This is an optimization exercise on Yosys and OpenROAD, whose aim is small area and a short achievable clock period, not a production implementation. RTL that was checked went through simulation tests only; none was proved equivalent to the original. Power and IR drop assume default switching activity.

==> inputs of wip/juniper <==
Design fp_mul, start of the top module:
module fp_mul(clk, op1, op2, result, under, over);
input wire clk;
input wire [15:0] op1, op2;
output wire [15:0] result;
output wire under, over;
wire [13:0] bx = {2'b00, op2[10:0], 1'b0};
wire [5:0] one_d, two_d;
wire [4:0] neg_d;
genvar i;
generate for (i = 0; i < 6; i = i + 1) begin : g_booth
	assign one_d[i] = bx[2*i+1] ^ bx[2*i];
	assign two_d[i] = (bx[2*i+2] & ~bx[2*i+1] & ~bx[2*i]) | (~bx[2*i+2] & bx[2*i+1] & bx[2*i]);
	if (i < 5) begin : g_neg
		assign neg_d[i] = bx[2*i+2];
	end
end endgenerate
reg [10:0] sa;
reg [5:0] bone, btwo;
reg [4:0] bneg;
reg [4:0] e1;
reg sg1;
always @(posedge clk)
begin
	sa <= op1[10:0];
	bone <= one_d;
	btwo <= two_d;
	bneg <= neg_d;
	e1 <= {1'b0, op1[14:11]} + {1'b0, op2[14:11]} - 5'd7;
	sg1 <= op1[15] ^ op2[15];
end
wire [20:0] rx, ry;
fp1 stage1(.a(sa), .one(bone), .two(btwo), .neg(bneg), .rx(rx), .ry(ry));
wire [20:0] px = rx, py = ry;
wire [15:0] lo = {1'b0, px[14:0]} + {1'b0, py[14:0]};
reg [5:0] hx, hy;
reg hc;
reg [5:0] lo2;
reg [4:0] e2;
reg sg2;
always @(posedge clk)
begin
	hx <= px[20:15];
	hy <= py[20:15];
	hc <= lo[15];
	lo2 <= lo[14:9];
	e2 <= e1;
	sg2 <= sg1;
end
wire [5:0] hi = hx + hy + hc;
  ...
==> module fp_mul, before the edit <==
module fp_mul(clk, op1, op2, result, under, over);
input wire clk;
input wire [15:0] op1, op2;
output wire [15:0] result;
output wire under, over;
wire [13:0] bx = {2'b00, op2[10:0], 1'b0};
wire [5:0] one_d, two_d;
wire [4:0] neg_d;
genvar i;
generate for (i = 0; i < 6; i = i + 1) begin : g_booth
	assign one_d[i] = bx[2*i+1] ^ bx[2*i];
	assign two_d[i] = (bx[2*i+2] & ~bx[2*i+1] & ~bx[2*i]) | (~bx[2*i+2] & bx[2*i+1] & bx[2*i]);
	if (i < 5) begin : g_neg
		assign neg_d[i] = bx[2*i+2];
	end
end endgenerate
reg [10:0] sa;
reg [5:0] bone, btwo;
reg [4:0] bneg;
reg [4:0] e1;
reg sg1;
always @(posedge clk)
begin
	sa <= op1[10:0];
	bone <= one_d;
	btwo <= two_d;
	bneg <= neg_d;
	e1 <= {1'b0, op1[14:11]} + {1'b0, op2[14:11]} - 5'd7;
	sg1 <= op1[15] ^ op2[15];
end
wire [20:0] rx, ry;
fp1 stage1(.a(sa), .one(bone), .two(btwo), .neg(bneg), .rx(rx), .ry(ry));
wire [20:0] px = rx, py = ry;
wire [15:0] lo = {1'b0, px[14:0]} + {1'b0, py[14:0]};
reg [5:0] hx, hy;
reg hc;
reg [5:0] lo2;
reg [4:0] e2;
reg sg2;
always @(posedge clk)
begin
	hx <= px[20:15];
	hy <= py[20:15];
	hc <= lo[15];
	lo2 <= lo[14:9];
	e2 <= e1;
	sg2 <= sg1;
end
wire [5:0] hi = hx + hy + hc;
wire [20:9] s = {hi, lo2};
fp2 stage2(.s(s), .e(e2), .sign(sg2), .fp_result(result), .under(under), .over(over));
endmodule
Settings: LEC_CHECK=0, CAP_MARGIN=20, CORE_MARGIN=2, CORE_UTILIZATION=40, CTS_BUF_LIST=sky130_fd_sc_hd__clkbuf_8, CTS_CLUSTER_DIAMETER=200, CTS_CLUSTER_SIZE=40, SLEW_MARGIN=20, SYNTH_HIERARCHICAL=1, SYNTH_MINIMUM_KEEP_SIZE=0; clock period 5.3 ns.
standard.sh (not shown) runs the stock make flow with config.mk's settings and CLKGATE_MAP_FILE= SYNTH_SCRIPT=/design/flow/synth_recipe.tcl, a recipe that flattens the netlist after the stock synthesis.
==> flow/flow/run.sh <==
#!/bin/bash
# The standard layout (the standard.sh), with plain buf_1 cells as the
# input and output port buffers instead of the ones buffer_ports picks.
export BUFFER_PORTS_ARGS="-buffer_cell sky130_fd_sc_hd__buf_1"
bash standard.sh > standard.log 2>&1
==> wip/quartz (differences from wip/juniper) <==
--- a/flow/design.v
+++ b/flow/design.v
@@ -153,37 +153,40 @@
 wire fc29;
 wire fs30;
 wire fc30;
 wire fs31;
 wire fc31;
-wire pp_2_11_n;
+wire gs0;
+wire gc0;
+wire hs8;
+wire hc8;
 wire fs32;
 wire fc32;
 wire fs33;
 wire fc33;
 wire fs34;
 wire fc34;
 wire fs35;
 wire fc35;
 wire fs36;
 wire fc36;
+wire gs1;
+wire gc1;
+wire hs9;
+wire hc9;
 wire fs37;
 wire fc37;
-wire pp_3_11_n;
 wire fs38;
 wire fc38;
 wire fs39;
 wire fc39;
+wire gs2;
+wire gc2;
+wire hs10;
+wire hc10;
 wire fs40;
 wire fc40;
-wire fs41;
-wire fc41;
-wire pp_4_11_n;
-wire fs42;
-wire fc42;
-wire fs43;
-wire fc43;
 assign pp_0_0 = (one[0] & a[0]) ^ neg[0];
 assign pp_0_1 = ((one[0] & a[1]) | (two[0] & a[0])) ^ neg[0];
 assign pp_0_2 = ((one[0] & a[2]) | (two[0] & a[1])) ^ neg[0];
 assign pp_0_3 = ((one[0] & a[3]) | (two[0] & a[2])) ^ neg[0];
 assign pp_0_4 = ((one[0] & a[4]) | (two[0] & a[3])) ^ neg[0];
@@ -291,27 +294,27 @@
 fa_c u_f27(.a(fs25), .b(fc22), .c(fs26), .s(fs27), .co(fc27));
 fa_c u_f28(.a(nneg[1]), .b(nneg[0]), .c(pp_2_10), .s(fs28), .co(fc28));
 fa_c u_f29(.a(pp_3_8), .b(pp_4_6), .c(pp_5_4), .s(fs29), .co(fc29));
 fa_c u_f30(.a(fc24), .b(fs28), .c(fc25), .s(fs30), .co(fc30));
 fa_c u_f31(.a(fs29), .b(fc26), .c(fs30), .s(fs31), .co(fc31));
-assign pp_2_11_n = ~pp_2_11;
-fa_c u_f32(.a(pp_3_9), .b(pp_4_7), .c(pp_5_5), .s(fs32), .co(fc32));
-fa_c u_f33(.a(pp_2_11_n), .b(fc28), .c(fc29), .s(fs33), .co(fc33));
-fa_c u_f34(.a(fs32), .b(fc30), .c(fs33), .s(fs34), .co(fc34));
-fa_c u_f35(.a(nneg[2]), .b(pp_3_10), .c(pp_4_8), .s(fs35), .co(fc35));
-fa_c u_f36(.a(pp_5_6), .b(pp_2_11), .c(fc32), .s(fs36), .co(fc36));
-fa_c u_f37(.a(fs35), .b(fc33), .c(fs36), .s(fs37), .co(fc37));
-assign pp_3_11_n = ~pp_3_11;
-fa_c u_f38(.a(pp_4_9), .b(pp_5_7), .c(pp_3_11_n), .s(fs38), .co(fc38));
-fa_c u_f39(.a(fc35), .b(fs38), .c(fc36), .s(fs39), .co(fc39));
-fa_c u_f40(.a(nneg[3]), .b(pp_4_10), .c(pp_5_8), .s(fs40), .co(fc40));
-fa_c u_f41(.a(pp_3_11), .b(fc38), .c(fs40), .s(fs41), .co(fc41));
-assign pp_4_11_n = ~pp_4_11;
-fa_c u_f42(.a(pp_5_9), .b(pp_4_11_n), .c(fc40), .s(fs42), .co(fc42));
-fa_c u_f43(.a(nneg[4]), .b(pp_5_10), .c(pp_4_11), .s(fs43), .co(fc43));
-assign rx = {fs43, fs42, fs41, fs39, fc34, fc31, fc27, fc23, fc19, fc15, fc11, fc8, fc5, fc3, fc1, fc0, hs2, hc0, pp_1_0, pp_0_1, neg[0]};
-assign ry = {fc42, fc41, fc39, fc37, fs37, fs34, fs31, fs27, fs23, fs19, fs15, fs11, fs8, fs5, fs3, fs1, fs0, hs1, hs0, 1'b0, pp_0_0};
+ha1_c u_g0(.a(pp_2_11), .b(pp_3_9), .s(gs0), .co(gc0));
+ha_c u_h8(.a(pp_4_7), .b(pp_5_5), .s(hs8), .co(hc8));
+fa_c u_f32(.a(gs0), .b(hs8), .c(fc28), .s(fs32), .co(fc32));
+fa_c u_f33(.a(fc29), .b(fc30), .c(fs32), .s(fs33), .co(fc33));
+fa_c u_f34(.a(nneg[2]), .b(pp_3_10), .c(pp_4_8), .s(fs34), .co(fc34));
+fa_c u_f35(.a(pp_5_6), .b(gc0), .c(hc8), .s(fs35), .co(fc35));
+fa_c u_f36(.a(fs34), .b(fc32), .c(fs35), .s(fs36), .co(fc36));
+ha1_c u_g1(.a(pp_3_11), .b(pp_4_9), .s(gs1), .co(gc1));
+ha_c u_h9(.a(pp_5_7), .b(gs1), .s(hs9), .co(hc9));
+fa_c u_f37(.a(fc34), .b(hs9), .c(fc35), .s(fs37), .co(fc37));
+fa_c u_f38(.a(nneg[3]), .b(pp_4_10), .c(pp_5_8), .s(fs38), .co(fc38));
+fa_c u_f39(.a(gc1), .b(fs38), .c(hc9), .s(fs39), .co(fc39));
+ha1_c u_g2(.a(pp_4_11), .b(pp_5_9), .s(gs2), .co(gc2));
+ha_c u_h10(.a(gs2), .b(fc38), .s(hs10), .co(hc10));
+fa_c u_f40(.a(nneg[4]), .b(pp_5_10), .c(gc2), .s(fs40), .co(fc40));
+assign rx = {fs40, hs10, fc37, fc36, fc33, fc31, fc27, fc23, fc19, fc15, fc11, fc8, fc5, fc3, fc1, fc0, hs2, hc0, pp_1_0, pp_0_1, neg[0]};
+assign ry = {hc10, fc39, fs39, fs37, fs36, fs33, fs31, fs27, fs23, fs19, fs15, fs11, fs8, fs5, fs3, fs1, fs0, hs1, hs0, 1'b0, pp_0_0};
 endmodule
 module fa_c(a, b, c, s, co);
 input wire a, b, c;
 output wire s, co;
 assign s = a ^ b ^ c;
@@ -375,24 +378,24 @@
 	sg1 <= op1[15] ^ op2[15];
 end
 wire [20:0] rx, ry;
 fp1 stage1(.a(sa), .one(bone), .two(btwo), .neg(bneg), .rx(rx), .ry(ry));
 wire [20:0] px = rx, py = ry;
-wire [15:0] lo = {1'b0, px[14:0]} + {1'b0, py[14:0]};
-reg [5:0] hx, hy;
+wire [13:0] lo = {1'b0, px[12:0]} + {1'b0, py[12:0]};
+reg [7:0] hx, hy;
 reg hc;
-reg [5:0] lo2;
+reg [3:0] lo2;
 reg [4:0] e2;
 reg sg2;
 always @(posedge clk)
 begin
-	hx <= px[20:15];
-	hy <= py[20:15];
-	hc <= lo[15];
-	lo2 <= lo[14:9];
+	hx <= px[20:13];
+	hy <= py[20:13];
+	hc <= lo[13];
+	lo2 <= lo[12:9];
 	e2 <= e1;
 	sg2 <= sg1;
 end
-wire [5:0] hi = hx + hy + hc;
+wire [7:0] hi = hx + hy + hc;
 wire [20:9] s = {hi, lo2};
 fp2 stage2(.s(s), .e(e2), .sign(sg2), .fp_result(result), .under(under), .over(over));
 endmodule
--- a/flow/config.mk
+++ b/flow/config.mk
@@ -7,10 +7,8 @@
 export LEC_CHECK = 0
 export CAP_MARGIN = 20
 export CORE_MARGIN = 2
 export CORE_UTILIZATION = 40
 export CTS_BUF_LIST = sky130_fd_sc_hd__clkbuf_8
-export CTS_CLUSTER_DIAMETER = 200
-export CTS_CLUSTER_SIZE = 40
 export SLEW_MARGIN = 20
 export SYNTH_HIERARCHICAL = 1
 export SYNTH_MINIMUM_KEEP_SIZE = 0
==> wip/yarrow (differences from wip/juniper) <==
--- a/flow/design.v
+++ b/flow/design.v
@@ -375,24 +375,27 @@
 	sg1 <= op1[15] ^ op2[15];
 end
 wire [20:0] rx, ry;
 fp1 stage1(.a(sa), .one(bone), .two(btwo), .neg(bneg), .rx(rx), .ry(ry));
 wire [20:0] px = rx, py = ry;
-wire [15:0] lo = {1'b0, px[14:0]} + {1'b0, py[14:0]};
-reg [5:0] hx, hy;
+wire [13:0] lo = {1'b0, px[12:0]} + {1'b0, py[12:0]};
+wire [7:0] h0 = px[20:13] + py[20:13];
+wire [8:0] h1w = {px[20:13], 1'b1} + {py[20:13], 1'b1};
+wire [7:0] h1 = h1w[8:1];    
+reg [7:0] h0r, h1r;
 reg hc;
-reg [5:0] lo2;
+reg [3:0] lo2;
 reg [4:0] e2;
 reg sg2;
 always @(posedge clk)
 begin
-	hx <= px[20:15];
-	hy <= py[20:15];
-	hc <= lo[15];
-	lo2 <= lo[14:9];
+	h0r <= h0;
+	h1r <= h1;
+	hc <= lo[13];
+	lo2 <= lo[12:9];
 	e2 <= e1;
 	sg2 <= sg1;
 end
-wire [5:0] hi = hx + hy + hc;
+wire [7:0] hi = hc ? h1r : h0r;
 wire [20:9] s = {hi, lo2};
 fp2 stage2(.s(s), .e(e2), .sign(sg2), .fp_result(result), .under(under), .over(over));
 endmodule
==> flow/flow/run.sh (replaced) <==
#!/bin/bash
# The standard layout (the standard.sh) with two changes: plain buf_1
# cells as the input and output port buffers instead of the ones
# buffer_ports picks, and clock tree synthesis without dummy load cells.
export BUFFER_PORTS_ARGS="-buffer_cell sky130_fd_sc_hd__buf_1"
export CTS_ARGS="-sink_clustering_enable -repair_clock_nets -buf_list sky130_fd_sc_hd__clkbuf_8 -dont_use_dummy_load"
bash standard.sh > standard.log 2>&1
==> flow/config.mk (replaced) <==
export PLATFORM = sky130hd
export DESIGN_NAME = fp_mul
export DESIGN_NICKNAME = fp_mul
export VERILOG_FILES = /design/flow/design.v
export SDC_FILE = /design/flow/constraint.sdc
export NUM_CORES = 4
export LEC_CHECK = 0
export ABC_CLOCK_PERIOD_IN_PS = 1500
export CAP_MARGIN = 20
export CORE_MARGIN = 2
export CORE_UTILIZATION = 40
export SLEW_MARGIN = 20
export SYNTH_HIERARCHICAL = 1
export SYNTH_MINIMUM_KEEP_SIZE = 0
==> comparison <==
- wip/yarrow passed the timing, design-rule and antenna checks. wip/quartz produced a clean layout. wip/juniper completed with no timing, DRC or antenna violations.
- Of wip/quartz and wip/yarrow, wip/quartz has the higher clock power (gap 46%, measured against wip/yarrow).
- Of wip/yarrow and wip/juniper, wip/juniper has the higher first-iteration DRC count (gap about 43%, measured against wip/juniper).
- Against wip/juniper, the critical path depth of wip/quartz is higher by 1.
- The lowest synthesized area belongs to wip/juniper, the highest to wip/quartz.
- In wip/yarrow the non-clock buffer count is lower than in wip/quartz, by 7.
- The highest power belongs to wip/juniper, the lowest to wip/quartz.
- Count of clock-buffer cells in the layout is the same in wip/juniper and wip/yarrow.
- Via count: wip/quartz < wip/yarrow < wip/juniper.
- The lowest maximum frequency belongs to wip/quartz, the highest to wip/yarrow.
- Between wip/quartz and wip/yarrow, the lower design area is in wip/yarrow (gap 3.0%, measured against wip/yarrow).
==> figures <==
	wip/juniper	wip/yarrow	wip/quartz
Final cell area excluding filler cells	0.00525 mm²	0.00529 mm²	0.00545 mm²
Number of buffers and inverters on the critical path	0	0	1
Fraction of standard cell area in multi-input logic	0.641	0.651	0.629
Switching share of power	0.444	0.426	0.410
Outcome	finished clean	finished clean	finished clean
Required time reported for the critical path endpoint	5.52 ns	5.53 ns	4.24 ns
Filler Cells Inserted	1292	1324	1297
Cell depth of the worst setup path	8	11	9
Kind of capture point of the worst setup path	flip-flop	flip-flop	output port
Cell mode on critical path	fa_1	fa_1	-
Average vias per placed instance	5.00	4.96	4.81
Worst setup path startpoint	bneg[0]$_DFF_P_	sa[6]$_DFF_P_	hx[0]$_DFF_P_
Adder-cell share of the synthesized area	0.266	0.264	0.262
Logic gate share of total power	0.668	0.670	0.634
Number of vias after detailed routing	3315	3281	3166
Top-area cell type share of the netlist area	0.224	0.226	0.226
Endpoint of the most critical register-to-register path	hc$_DFF_P_	h1r[6]$_DFF_P_	hc$_DFF_P_
Area added between synthesis and finish	-0.451%	-2.27%	0.647%
Length of routed wiring on met1	4630 µm	4680 µm	4170 µm
Iteration-0 DRC Markers	183	104	87
Average wire length per cell after detail routing	14.6 µm	14.7 µm	14.3 µm
Max stage delay on crit path	0.93 ns	0.69 ns	0.70 ns
No functional check of the RTL was part of wip/quartz and wip/yarrow.

what the ideal ports hide:
The results above use ideal ports. As a check the final layouts listed here were re-extracted and re-timed, cells and wires unchanged.
Step 1: set_driving_cell puts a clkbuf_16 on clk and a buf_2 on each other input, an assumption about the parent block.
Step 2 moves the port delays by t, midway between the first and last clock arrival at a register: inputs arrive t later, outputs are due t later. That takes back most of the time a late clock gives input paths.
a / b / c = ideal / step 1 / step 2; a / b = the first two.
run | t, ns | slack for setup (ns) | latest minus earliest clock arrival (ns)
wip/juniper | 0.368 | 1.437 / 1.437 / 1.437 | 0.006 / 0.006
wip/quartz | 0.385 | 0.937 / 0.903 / 1.255 | 0.011 / 0.011
wip/yarrow | 0.367 | 1.458 / 1.458 / 1.458 | 0.019 / 0.019
After both steps setup and hold are still met in every run listed.
